Source: an optimization exercise on an open RTL-to-GDS flow (aim: small area and a short achievable clock period). Production flows keep margins and buffers that such runs may drop. Function was checked by simulation only, so behaviour that the tests miss may differ from the original.

run a:
==> flow/design.v <==
module Conway(
    input clk,
    input load,
    input [255:0] data,
    output reg [255:0] q
);
wire [255:0] vs, vc, nxt;
genvar i, j;
generate
for (i = 0; i < 16; i = i + 1) begin : row
    for (j = 0; j < 16; j = j + 1) begin : col
        conway_fa fv (.a(q[16*((i+15)%16) + j]), .b(q[16*i + j]), .c(q[16*((i+1)%16) + j]),
                      .s(vs[16*i+j]), .co(vc[16*i+j]));
    end
end
for (i = 0; i < 16; i = i + 1) begin : row2
    for (j = 0; j < 16; j = j + 1) begin : col2
        wire p, g, n0, k, e0, e1;
        conway_ha h1 (.a(q[16*((i+15)%16) + j]), .b(q[16*((i+1)%16) + j]), .s(p), .co(g));
        conway_fa f1 (.a(vs[16*i + (j+15)%16]), .b(vs[16*i + (j+1)%16]), .c(p), .s(n0), .co(k));
        conway_fa f2 (.a(vc[16*i + (j+15)%16]), .b(vc[16*i + (j+1)%16]), .c(g), .s(e0), .co(e1));
        conway_glue gl (.n0(n0), .k(k), .e0(e0), .e1(e1), .x(q[16*i+j]), .load(load), .d(data[16*i+j]), .y(nxt[16*i+j]));
    end
end
endgenerate
always @(posedge clk) q <= nxt;
endmodule
module conway_fa(input a, input b, input c, output s, output co);
    assign {co, s} = a + b + c;
endmodule
module conway_ha(input a, input b, output s, output co);
    assign {co, s} = a + b;
endmodule
module conway_glue(input n0, input k, input e0, input e1, input x, input load, input d, output y);
    wire life = ~e1 & (e0 ^ k) & (n0 | x);
    assign y = load ? d : life;
endmodule
==> flow/config.mk <==
export PLATFORM = sky130hd
export DESIGN_NAME = Conway
export DESIGN_NICKNAME = Conway
export VERILOG_FILES = /design/flow/design.v
export SDC_FILE = /design/flow/constraint.sdc
export NUM_CORES = 4
export LEC_CHECK = 0
export CAP_MARGIN = 20
export CORE_MARGIN = 2
export CORE_UTILIZATION = 65
export SETUP_SLACK_MARGIN = 2.7
export SLEW_MARGIN = 20
export SYNTH_HIERARCHICAL = 1
export SYNTH_MINIMUM_KEEP_SIZE = 0
==> flow/constraint.sdc <==
create_clock -name core_clock -period 5.0 [get_ports {clk}]
set_input_delay 1.0000 -clock core_clock [delete_from_list [all_inputs] [get_ports {clk}]]
set_output_delay 1.0000 -clock core_clock [all_outputs]
set_load 0.01 [all_outputs]
standard.sh (not shown) runs the stock make flow with config.mk's settings and CLKGATE_MAP_FILE= SYNTH_SCRIPT=/design/flow/synth_recipe.tcl, a recipe that flattens the netlist after the stock synthesis.
==> flow/flow/run.sh <==
#!/bin/bash
# Standard ORFS layout with two changes:
#  - port buffers are plain buf_1 cells instead of the delay-buffer cells
#    buffer_ports picks by default;
#  - before floorplanning, combinational cells are set to drive strength 1
#    (flow/downsize.tcl); timing repair upsizes where needed.
set -euo pipefail
here=$(pwd)
export BUFFER_PORTS_ARGS="-buffer_cell sky130_fd_sc_hd__buf_1"
export PRE_FLOORPLAN_TCL="$here/flow/downsize.tcl"
bash standard.sh > standard.log 2>&1
==> flow/flow/downsize.tcl <==
# Before floorplanning: give every combinational cell that synthesis mapped at
# a drive strength above 1 its _1 variant, when the library has one. Timing
# repair later upsizes again where a path needs it.
set db [ord::get_db]
set n 0
foreach inst [[ord::get_db_block] getInsts] {
  set master [$inst getMaster]
  set name [$master getName]
  if {[$master isSequential]} { continue }
  if {[regexp {^(sky130_fd_sc_hd__[a-z0-9]+)_([2-9]|1[0-9])$} $name -> base drive]} {
    set small [$db findMaster ${base}_1]
    if {$small ne "NULL" && $small ne ""} {
      $inst swapMaster $small
      incr n
    }
  }
}
puts "downsize: $n cells set to drive strength 1"
## Diff of input files: run b against run a
==> flow/design.v <==
module Conway(
    input clk,
    input load,
    input [255:0] data,
    output reg [255:0] q
);
wire [255:0] p, g, vs, vc, nxt;
genvar i, j;
generate
for (i = 0; i < 16; i = i + 1) begin : row
    for (j = 0; j < 16; j = j + 1) begin : col
        conway_ha hv (.a(q[16*((i+15)%16) + j]), .b(q[16*((i+1)%16) + j]),
                      .s(p[16*i+j]), .co(g[16*i+j]));
        conway_vsum vsum (.p(p[16*i+j]), .g(g[16*i+j]), .x(q[16*i+j]),
                          .s(vs[16*i+j]), .c(vc[16*i+j]));
    end
end
for (i = 0; i < 16; i = i + 1) begin : row2
    for (j = 0; j < 16; j = j + 1) begin : col2
        wire n0, k, e0, e1;
        conway_fa f1 (.a(p[16*i+j]), .b(vs[16*i + (j+15)%16]), .c(vs[16*i + (j+1)%16]), .s(n0), .co(k));
        conway_fa f2 (.a(g[16*i+j]), .b(vc[16*i + (j+15)%16]), .c(vc[16*i + (j+1)%16]), .s(e0), .co(e1));
        conway_glue gl (.n0(n0), .k(k), .e0(e0), .e1(e1), .x(q[16*i+j]), .load(load), .d(data[16*i+j]), .y(nxt[16*i+j]));
    end
end
endgenerate
always @(posedge clk) q <= nxt;
endmodule
module conway_fa(input a, input b, input c, output s, output co);
    assign {co, s} = a + b + c;
endmodule
module conway_ha(input a, input b, output s, output co);
    assign {co, s} = a + b;
endmodule
module conway_vsum(input p, input g, input x, output s, output c);
    conway_xor sx (.a(p), .b(x), .y(s));
    conway_ao  cx (.a(p), .b(x), .c(g), .y(c));
endmodule
module conway_xor(input a, input b, output y);
    assign y = a ^ b;
endmodule
module conway_ao(input a, input b, input c, output y);
    assign y = (a & b) | c;
endmodule
module conway_glue(input n0, input k, input e0, input e1, input x, input load, input d, output y);
    wire life = ~e1 & (e0 ^ k) & (n0 | x);
    assign y = load ? d : life;
endmodule
### Flow results
Run b vs run a, cell with the largest stage delay on the worst path: dfxtp_1 vs dfxtp_2
Taking run a as the reference, in run b data-path buffer share of cell area in the final layout now sits higher; placer's final routability congestion estimate went up by about 7%; amount of wire on met3 after detailed routing shrank by 490 um; minimum clock period went up.

-- afterwards: timing with drivers on the ports --
The flow's constraints put no driver on any port. The routed layouts listed below were extracted and timed again, unchanged, in two steps. Step 1 assumes that a clkbuf_16 drives the clock port and a buf_2 every other input. Step 2 moves the port delays by t, midway between the first and last clock arrival at a register: inputs arrive t later, outputs are due t later. That takes back most of the time a late clock gives input paths. a / b / c = ideal ports / drivers / drivers and shift; a / b = the first two.
run | t (ns) | setup slack, ns | worst hold slack (ns) | worst setup path after step 2 | cell pins on the clock port's net
run a | 0.611 | 2.712 / 2.651 / 2.196 | 0.595 / 0.585 / 0.595 | input to register | 1
run b | 0.619 | 2.707 / 2.640 / 2.227 | 0.579 / 0.579 / 0.579 | input to register | 1
After both steps setup and hold are still met in every run listed. The setup slack of run a, which loses most, moves by -0.061 ns with the drivers and by -0.516 ns with both steps.
